This is an optimization exercise on Yosys and OpenROAD, whose aim is small area and a short achievable clock period, not a production implementation.
The RTL was checked by simulation tests, not by an equivalence proof against the original design.
No activity file was given, so power comes from the tool's default toggle rates.

Setup of v6:
## data_path
module data_path (
    input  wire        clk,
    input  wire        reset,
    input  wire [31:0] instr,
    input  wire [31:0] read_data,
    input  wire        irq,
    input  wire        firq,
    output wire [31:0] pc,
    output wire [31:0] addr_data,
    output wire [31:0] write_data,
    output wire        we
);
    genvar g;
    reg  [31:0] pc_f;
    reg  [31:0] instr_d;
    reg         pc_src_e, reg_write_e, mem_to_reg_e, mem_write_e;
    reg  [2:0]  alu_control_e;
    reg         branch_e, shift_flag_e;
    reg  [1:0]  flag_write_e;
    reg  [3:0]  cond_e;
    reg  [31:0] rd1_e, rd2_e;
    reg  [15:0] m_one_e, m_two_e, m_neg_e;
    reg  [25:0] ext_imm_e;
    reg  [3:0]  wa3_e;
    reg  [1:0]  int_req_e;
    reg         mul_control_e;
    reg  [1:0]  sh_kind_e;
    reg  [4:0]  sh_amt_e;
    reg         sh_big_e;
    reg         fbm, fbw;
    reg  [4:0]  sel_a, sel_b;    
    reg  [3:0]  flags;
    reg         pc_src_m, reg_write_m, mem_to_reg_m, mem_write_m;
    reg  [31:0] alu_result_m, write_data_m;
    reg  [3:0]  wa3_m;
    reg         pc_src_w, reg_write_w, mem_to_reg_w;
    reg  [31:0] result_w;
    reg  [3:0]  wa3_w;
    wire        pc_src_d, reg_write_d, mem_to_reg_d, mem_write_d, alu_src_d;
    wire [1:0]  imm_src_d, reg_src_d, flag_write_d;
    wire [2:0]  alu_control_d;
    wire        shift_flag_d, swap_d, branch_d, link_d, svc_d;
    wire        mul_flag_d, mul_control_d;
    decoder decoder_u(
        .instr_d(instr_d), .pcs(pc_src_d), .reg_w(reg_write_d),
        .mem_w(mem_write_d), .mem_to_reg(mem_to_reg_d), .alu_src(alu_src_d),
        .imm_src(imm_src_d), .reg_src(reg_src_d), .alu_control(alu_control_d),
        .flag_w(flag_write_d), .shift_flag(shift_flag_d), .swap(swap_d),
        .branch(branch_d), .link(link_d), .interrupt_svc(svc_d),
        .mul_flag(mul_flag_d), .mul_control(mul_control_d));
    wire [3:0] ra1_d = reg_src_d[0] ? 4'd15 :
                       mul_flag_d   ? instr_d[15:12] : instr_d[19:16];
    wire [3:0] ra2_d = reg_src_d[1] ? instr_d[15:12] : instr_d[3:0];
    wire [3:0] ra4_d = instr_d[11:8];
    wire [3:0] wa3_d = mul_flag_d ? instr_d[19:16] : instr_d[15:12];
    wire m_fiq = firq;
    wire m_irq = ~firq & irq;
  ...
Size in the first run: ~7200 cells after synthesis, about 170 I/O pins.
clock: 15.0 ns
lec_check: 0
cap_margin: 30
cell_pad_in_sites_detail_placement: 1
cell_pad_in_sites_global_placement: 2
core_margin: 2
core_utilization: 45
place_density: 0.55
slew_margin: 30
standard.sh (not shown) runs the stock make flow with config.mk's settings and CLKGATE_MAP_FILE= SYNTH_SCRIPT=/design/flow/synth_recipe.tcl, a recipe that flattens the netlist after the stock synthesis.
==> flow/flow/run.sh <==
#!/bin/bash
# Layout: the standard ORFS flow (standard.sh), unchanged except that
# timing repair (floorplan, CTS and global-route repair_timing) aims for a
# larger setup slack than the default, so that it sizes and buffers the
# critical paths instead of stopping once the 15 ns clock is met.  The SDC,
# clock period, synthesis and every other step are the standard ones.
set -euo pipefail
cd "$(dirname "$0")/.."
bash standard.sh SETUP_SLACK_MARGIN=9.5 finish > flow_make.log 2>&1
Both conditions hold for v6: the flow ran to the end and the final layout passed the timing, DRC and antenna checks.
The following lists how v7 was set up differently from v6:
--- a/flow/design.v
+++ b/flow/design.v
@@ -1266,19 +1266,16 @@
         for (g = 0; g < 32; g = g + 1) begin : g_mask
             assign sh_mask[g] = ~sh_big_e &
                 ((sh_kind_e == SK_LSL) ? (sh_amt_e <= g) :
                  (sh_kind_e == SK_LSR) ? (sh_amt_e <= 31 - g) : 1'b1);
         end
     endgenerate
     wire [31:0] shift_out = (sh_kind_e == SK_IMM) ? ext_imm_x : (rot & sh_mask);
-    wire        e_sh  = shift_flag_e;
-    wire        e_mul = ~shift_flag_e & mul_flag_d;
-    wire        e_alu = ~shift_flag_e & ~mul_flag_d;
-    wire [31:0] alu_result_e = ({32{e_sh}} & shift_out) | ({32{e_mul}} & mul_out) |
-                               ({32{e_alu}} & alu_result);
+    wire [31:0] alu_result_e = shift_flag_e ? shift_out :
+                               mul_flag_d   ? mul_out : alu_result;
     always @(posedge clk or posedge reset) begin
         if (reset) flags <= 4'b0;
         else begin
             if (flag_write_e[1]) flags[3:2] <= alu_flags[3:2];
             if (flag_write_e[0]) flags[1:0] <= alu_flags[1:0];
         end
     end
@@ -1319,23 +1316,18 @@
         end
     end
     always @(posedge clk)
         result_w <= mem_to_reg_m ? read_data : alu_result_m;
     wire stall_f = ldr_stall | pc_src_d | pc_src_e | pc_src_m;
     wire [31:0] pc_alt  = interrupt_e ? interrupt_vector_e :
                           pc_src_w    ? result_w : pc_plus4;
-    wire        pc_take = ~stall_f & branch_take_e;
-    wire        pc_seq  = ~stall_f & ~branch_take_e;
-    wire [31:0] pc_next = ({32{pc_take & e_mul}} & mul_out) |
-                          ({32{pc_take & e_alu}} & alu_result) |
-                          ({32{pc_take & e_sh}} & shift_out) |
-                          ({32{pc_seq}} & pc_alt) | ({32{stall_f}} & pc_f);
+    wire [31:0] pc_next = branch_take_e ? alu_result_e : pc_alt;
     always @(posedge clk or posedge reset) begin
         if (reset) pc_f <= 32'b0;
-        else pc_f <= pc_next;
+        else if (!stall_f) pc_f <= pc_next;
     end
     always @(posedge clk) begin
         if (reset | ldr_stall) instr_d <= 32'b0;
         else instr_d <= instr;
     end
     assign pc         = pc_f;
     assign addr_data  = alu_result_m;
Results
The sequential power share reported for v7 is smaller than that of v6 by 0.7 points.
The higher total power of the final layout of v6 and v7 is in v7.
Global-route usage over all layers across v6 and v7: no real change.
Relative to v6, the placed instance count measured on v7 has increased slightly.
In v7, the portion of total power attributed to the clock network came out 0.6 points below the value in v6.
Looking at portion of the clock cycle consumed by the worst path in the final layout, v7 sits 1.2 points lower than v6 does.
v7 vs. v6: die span in y shows no meaningful change; signed area change from the synthesized netlist to the final layout shows an increase of 0.72 points.
When v7 is set beside v6, its non-clock buffer count turns out to be about 2.3% larger.
Cmp v6 and v7 / final wirelength / lower: v6
Adder-cell share of the synthesized area delta (v7 -> v6): insignificant
The core utilization in v7 was higher than what v6 gave.

what the ideal ports hide:
How much do the figures lean on ideal ports? The routed layouts below were timed once more, with nothing changed but the port constraints.
Step 1 sets driving cells, clkbuf_16 on the clock port and buf_2 on the other inputs (assumed; they add their load-dependent delay and slew).
Step 2 adds t to the input delays and takes it off the output delays; t is the mean of the earliest and latest rising clock arrival at the registers after step 1. Input paths then give back, and output paths get back, about the clock's delay inside the block.
a / b / c = ideal / step 1 / step 2; a / b = the first two.
run	t, ns	slack for setup (ns)	clock arrival spread, ns
v6	0.885	8.506 / 8.506 / 8.413	0.053 / 0.053
v7	0.906	8.682 / 8.682 / 8.252	0.065 / 0.066
After both steps setup and hold are still met in every run listed. For v7, which loses most, drivers alone change the setup slack by 0.000 ns; drivers and shift together by -0.430 ns.
